From an optimization exercise on the open Yosys and OpenROAD flow, aimed at small area and a short achievable clock period; shortcuts taken in it are not production practice. In this exercise RTL edits were held to simulation tests only and were not proved equivalent to the original. Power is estimated from default activity; no workload was simulated.

==> flow/design.v <==
module add_op(input [31:0] A, input [31:0] B, output [31:0] result);
    assign result = A + B;
endmodule
module sub_op(input [31:0] A, input [31:0] B, output [31:0] result);
    assign result = A - B;
endmodule
module and_op(input [31:0] A, input [31:0] B, output [31:0] result);
    assign result = A & B;
endmodule
module or_op(input [31:0] A, input [31:0] B, output [31:0] result);
    assign result = A | B;
endmodule
module xor_op(input [31:0] A, input [31:0] B, output [31:0] result);
    assign result = A ^ B;
endmodule
module nor_op(input [31:0] A, input [31:0] B, output [31:0] result);
    assign result = ~(A | B);
endmodule
module not_op(input [31:0] A, output [31:0] result);
    assign result = ~A;
endmodule
module sll_op(input [31:0] A, input [31:0] B, output [31:0] result);
    assign result = A << B;
endmodule
module srl_op(input [31:0] A, input [31:0] B, output [31:0] result);
    assign result = A >> B;
endmodule
module sra_op(input [31:0] A, input [31:0] B, output [31:0] result);
    assign result = A >> B;
endmodule
module inc_op(input [31:0] A, output [31:0] result);
    assign result = A + 4;
endmodule
module dec_op(input [31:0] A, output [31:0] result);
    assign result = A - 4;
endmodule
module slt_op(input [31:0] A, input [31:0] B, output [31:0] result);
    assign result = (A < B) ? 32'b1 : 32'b0;
endmodule
module sgt_op(input [31:0] A, input [31:0] B, output [31:0] result);
    assign result = (A > B) ? 32'b1 : 32'b0;
endmodule
module lui_op(input [31:0] B, output [31:0] result);
    assign result = {B[15:0], 16'b0};
endmodule
module alu(
    input [31:0] A,
    input [31:0] B,
    input [3:0] opcode,
    output [31:0] result
);
    wire [31:0] add_result;
    wire [31:0] sub_result;
    wire [31:0] and_result;
    wire [31:0] or_result;
    wire [31:0] xor_result;
    wire [31:0] nor_result;
    wire [31:0] not_result;
    wire [31:0] sll_result;
    wire [31:0] srl_result;
    wire [31:0] sra_result;
    wire [31:0] inc_result;
    wire [31:0] dec_result;
    wire [31:0] slt_result;
    wire [31:0] sgt_result;
    wire [31:0] lui_result;
    add_op add(A, B, add_result);
    sub_op sub(A, B, sub_result);
    and_op and_gate(A, B, and_result);
    or_op or_gate(A, B, or_result);
    xor_op xor_gate(A, B, xor_result);
    nor_op nor_gate(A, B, nor_result);
    not_op not_gate(A, not_result);
    sll_op sll(A, B,sll_result);
    srl_op srl(A, B,srl_result);
    sra_op sra(A, B,sra_result);
    inc_op inc(A,  inc_result);
    dec_op dec(A, dec_result);
    slt_op slt(A, B, slt_result);
    sgt_op sgt(A, B, sgt_result);
    lui_op lui(B, lui_result);
    assign result = (opcode == 4'b0000) ? add_result : 
                    (opcode == 4'b0001) ? sub_result :
                    (opcode == 4'b0010) ? and_result :
                    (opcode == 4'b0011) ? or_result :
                    (opcode == 4'b0100) ? xor_result :
                    (opcode == 4'b0101) ? nor_result :
                    (opcode == 4'b0110) ? not_result :
                    (opcode == 4'b0111) ? sll_result :
                    (opcode == 4'b1000) ? srl_result :
                    (opcode == 4'b1001) ? sra_result :
                    (opcode == 4'b1010) ? inc_result :
                    (opcode == 4'b1011) ? dec_result :
                    (opcode == 4'b1100) ? slt_result :
                    (opcode == 4'b1101) ? sgt_result :
                    (opcode == 4'b1110) ? lui_result : 32'b0;
endmodule
module register_bank(
    input clk,
    input rst,
    input [3:0] read_reg1,
    input [3:0] read_reg2,
    input [3:0] write_reg,
    input [31:0] write_data,
    input write_enable,
    output reg [31:0] data_out1,
    output reg [31:0] data_out2,
    output [15:0] output_display
);
    reg [31:0] registers [15:0];  
    reg [15:0] out_display_reg;
    integer i;
    always @(posedge clk or posedge rst) begin
        if (rst) begin
            for (i = 0; i < 16; i = i + 1)
                registers[i] <= (i == 0 || i == 15) ? 32'd0 : i * 10;
        end else if (write_enable) begin
            registers[write_reg] <= write_data;  
        end
    end
    always @(*) begin
        data_out1 = registers[read_reg1];
        data_out2 = registers[read_reg2];
    end
    always @(posedge clk) begin
        out_display_reg <= registers[write_reg][15:0];  
    end
    assign output_display = out_display_reg;
endmodule
module top_processor(
    input clk,
    input rst,
    input [3:0] rx,      
    input [3:0] ry,      
    input [3:0] rz,      
    input [3:0] op,      
    input write_en,      
    output [31:0] result_out   
);
    wire [31:0] operand1;
    wire [31:0] operand2;
    wire [31:0] alu_result;
    reg [31:0] result_reg;
    always @(posedge clk or posedge rst) begin
        if (rst)
            result_reg <= 32'b0;
        else
            result_reg <= alu_result;
    end
    register_bank reg_bank(
        .clk(clk),
        .rst(rst),
        .read_reg1(ry),
        .read_reg2(rz),
        .write_reg(rx),
        .write_data(alu_result),
        .write_enable(write_en),
        .data_out1(operand1),
        .data_out2(operand2),
        .output_display()
    );
    alu alu_unit(
        .A(operand1),
        .B(operand2),
        .opcode(op),
        .result(alu_result)
    );
    assign result_out = result_reg;
endmodule
==> flow/run.sh <==
#!/bin/bash
# synth_recipe.tcl (not shown) runs the flow's synth.tcl, then flattens the netlist and writes it again
# the make line also repeats each setting of config.mk as NAME=value (left out here)
make -C /OpenROAD-flow-scripts/flow DESIGN_CONFIG=/design/flow/config.mk WORK_HOME=/design/flow/orfs CLKGATE_MAP_FILE= SYNTH_SCRIPT=/design/flow/synth_recipe.tcl finish
==> flow/config.mk <==
export PLATFORM = sky130hd
export DESIGN_NAME = top_processor
export DESIGN_NICKNAME = top_processor
export VERILOG_FILES = /design/flow/design.v
export SDC_FILE = /design/flow/constraint.sdc
export NUM_CORES = 4
export LEC_CHECK = 0
export CAP_MARGIN = 20
export CORE_MARGIN = 2
export CORE_UTILIZATION = 40
export SLEW_MARGIN = 20
==> flow/constraint.sdc <==
create_clock -name core_clock -period 8.0 [get_ports {clk}]
set_input_delay 1.6000 -clock core_clock [delete_from_list [all_inputs] [get_ports {clk}]]
set_output_delay 1.6000 -clock core_clock [all_outputs]
set_load 0.01 [all_outputs]
==> impl_metrics.toml <==
[outcome]
status = "complete, no violations"

[synthesis]
synth_edf_count = 0
synth_cell_types = 119
synthFlopType = "dfrtp_1"
synthArstFlopShare_pct = 100.0
netlist_instances = 4842
synth_nets = 4951
ys_seq_elements = 544
synth_area_um2 = 41790
synth_area_per_cell_um2 = 8.630
yosysWarnings = 3
yosysSeqAreaShare_pct = 32.71

[setup_path]
cp_max_fo = 30
worstSetupPathType = "in -> reg"
worst_r2r_path_depth = 18
timing.critical_path.from = "ry[2]"
cp_data_required_time_ns = 8.53
worst_setup_path_start_kind = "input port"
crit_arrival_ns = 8.30
r2r_start = "reg_bank.registers[10][11]"
regToRegEndpoint = "reg_bank.registers[1][0]"
reg2reg_slack_ns = 1.56
crit_path_end = "reg_bank.registers[1][0]"
cp-end-kind = "flop"

[clocking]
cts-htree-levels = 2
ctsLongestPathBuffers = 3
cts_resized = 0
clkSinkCount = 544
cts_tree = "yes"
clk_latency_ns = 0.70
cts_made_buffers = 57
cts_hold_buffers = 0
postCtsSetupBuffers = 0
cts-root-buf = "clkbuf_16"
cts.clk_slew.worst_paths_ns = 0.06

[cells_and_area]
final.fill_count = 10267
final_cells = 6329
post-route-util_pct = 45.49
drive_above_1_share_pct = 20.45
largest_reg_flops = 512
nets = 5006
regArea_um2 = 13670
area_delta_synth_final_pct = 12.67
multi_input_area_um2 = 25340

[drt]
vias = 44384
routed_wl_mm = 239.9
vias_per_cell = 7.013
wire_per_inst_um = 37.90
ant_nets = 0
drc = 0
dr.first_iter.drc_count = 6645
drtPass1Iterations = 10

[global_routing]
grt_pass1_vias = 41753
grt_pass1_wl_mm = 332.2
grt_overflow = 0
grt_usage_pct = 43.67
antenna_found_initial = 11
grt_max_degree = 143

[placed_design]
portBuffers = 50
dp_hpwl_mm = 175.6
place_congestion = 1.097
dp_cells = 6217

[floorplanning]
core_area_um2 = 103500
initial_core_util_pct = 40.37
die_area_um2 = 107100
io_pins = 51
die_y_um = 327.2
rows = 118
die_x_um = 327.2

[timing]
skew_ns = 0.06141
fin_crit_sh_pct = 97.16
hold_ws_ns = 0.4844
hold_viol = 0
worst_pin_slew_ns = 1.262
rsz0062_at_grt = "false"
final-max-slew-violation-count = 0
timing.setup.tns_ns = 0
period_minus_slack_ns = 7.773
setup_viol = 0
slew_headroom_pct = 15.85
max_freq_ghz = 0.1286

[power]
ir_drop_mv = 0.2720
power_density_nw_per_um2 = 354.9
finalPower_w = 0.01671
p_leak_nw = 19.43

[min_path]
min_path_cells = 2
hp-class = "reg -> reg"

[job]
drv_cap = 0
-- how the worst min path moves through the flow --
| stage | startpoint | to | slack (ns) |
|---|---|---|---|
| final | reg_bank.registers[1][23] | reg_bank.registers[1][23] | 0.48 |
| after global placement | reg_bank.registers[1][23] | reg_bank.registers[1][23] | 0.47 |
| after CTS | reg_bank.registers[1][23] | reg_bank.registers[1][23] | 0.49 |
| after detailed placement | reg_bank.registers[1][23] | reg_bank.registers[1][23] | 0.48 |
| after floorplan | reg_bank.registers[1][23] | reg_bank.registers[1][23] | 0.46 |
| after global routing | reg_bank.registers[1][23] | reg_bank.registers[1][23] | 0.51 |
-- kinds of logic after synthesis --
kind of cell,count (synthesis),synth area share (%)
AO/OA/AOI/OAI,1542,25.06
XOR/XNOR,53,1.111
adder cells (fa/ha/maj),90,2.695
buffers and inverters,597,7.228
flip-flops,544,32.71
multiplexers,486,13.00
AND/OR/NAND/NOR,1530,18.20
-- cell type report --
cell class,count,share of cell area [%]
well taps,1380,3.668
clock inverters,32,0.9249
flip-flops and latches,544,29.03
inverters,139,1.116
diodes,5,0.02658
repair buffers,454,8.103
clock buffers,74,3.317
multi-input cells,3701,53.81
-- cell usage in the layout, fill, tap and decap left out, types with 30 or more instances in the layout --
cell / count
inv_1: 125
nand2_1: 446
or2_2: 31
clkbuf_16: 58
nand3b_1: 77
nor2_1: 376
a31oi_1: 85
a32oi_1: 38
clkdlybuf4s50_1: 39
nand3_1: 126
a211oi_1: 42
o21ai_0: 338
mux2_2: 293
o22ai_1: 69
nor3_1: 99
nand2b_1: 41
nor2b_1: 37
xnor2_1: 50
dfrtp_1: 501
a22oi_1: 115
dfstp_2: 43
nor4_1: 30
buf_4: 386
a21oi_1: 311
a22o_1: 55
mux2i_1: 169
ha_1: 90
o211ai_1: 60
a221oi_1: 43
and3_1: 43
-- cells in the mapped netlist, types with 27 or more instances --
master    count  area [um2]
o211ai_1     60       450.4
a221oi_1     43       376.6
buf_2       102       510.5
mux2i_1     169        1692
or2_2        31       193.9
clkbuf_1    211       792.0
nor2_1      391        1468
a21oi_1     314        1572
buf_4        66       495.5
nand3_1     126       630.6
and3_1       43       269.0
nor3_1      104       520.5
or3_1        28       175.2
a32oi_1      38       332.8
inv_1       126       473.0
o21ai_0     338        1692
nand4_1      27       168.9
a211oi_1     42       315.3
o21ai_1      29       145.1
xnor2_1      50       437.9
ha_1         90        1126
nand2_1     448        1682
buf_6        34       382.9
a22oi_1     115       863.3
nor4_1       30       187.7
dfrtp_1     501       12540
mux2_2      293        3299
dfstp_2      43        1130
o221ai_1     28       245.2
o22ai_1      69       431.7
a22o_1       55       481.7
nor2b_1      42       262.8
and2_1       28       175.2
a31oi_1      89       556.8
nand3b_1     77       578.1
nand2b_1     41       256.5
-- stage by stage --
stage / cell area, um2 / setup slack [ns]
4_1_cts: 47060 / 1.048
2_1_floorplan: 41790 / -0.9648
6_report: 47080 / 0.2268
3_3_place_gp: 45060 / 0.3094
5_1_grt: 47070 / 0.3130
3_5_place_dp: 45060 / 0.3838
-- critical path, stage by stage --
cell and delay (ns):
buf_4 0.37, nor2b_1 1.01, buf_4 0.37, a22oi_1 0.14, o2111ai_1 0.30, o22a_1 0.31
ha_1 0.29, or4_1 0.58, or3_1 0.34, nor4_1 0.27, o21ai_1 0.34, a31oi_1 0.34
nor2_2 0.07, o21ai_1 0.61, buf_4 0.22, mux2_2 0.35, a311oi_4 0.39, buf_12 0.22
o21ai_0 0.11
-- power breakdown --
| part | internal (W) | total (W) | switching [W] |
|---|---|---|---|
| Combinational | 0.00312 | 0.00857 | 0.00545 |
| Sequential | 0.00392 | 0.00522 | 0.00130 |
| Clock | 0.00168 | 0.00292 | 0.00125 |
-- layer usage --
| layer | track usage, % | part of all wire (%) | vias up |
|---|---|---|---|
| li1 | - | - | 18137 |
| met2 | 65.57 | 43 | 3369 |
| met5 | 0 | 0.016 | - |
| met3 | 11.65 | 11 | 1045 |
| met4 | 33.37 | 9.6 | 6 |
| met1 | 53.47 | 37 | 21827 |

-- separate check: timing with driven ports --
How much do the figures lean on ideal ports? The routed layout below was timed once more, with nothing changed but the port constraints. Step 1 sets driving cells, clkbuf_16 on the clock port and buf_2 on the other inputs (assumed; they add their load-dependent delay and slew). Step 2, shift: input delay + t, output delay - t, t = (earliest + latest rising clock arrival at the registers) / 2. This alone moves slack from input paths to output paths. Three values: ideal ports, drivers, drivers and shift; two values: the first two.
shift t [ns]: 0.740
slack for setup (ns): 0.227 / 0.275 / -0.465
worst register clock-pin slew, ns: 0.08 / 0.08
Met with ideal ports but missed after step 2: setup timing in this run. The setup slack of this run moves by +0.048 ns with the drivers and by -0.692 ns with both steps.
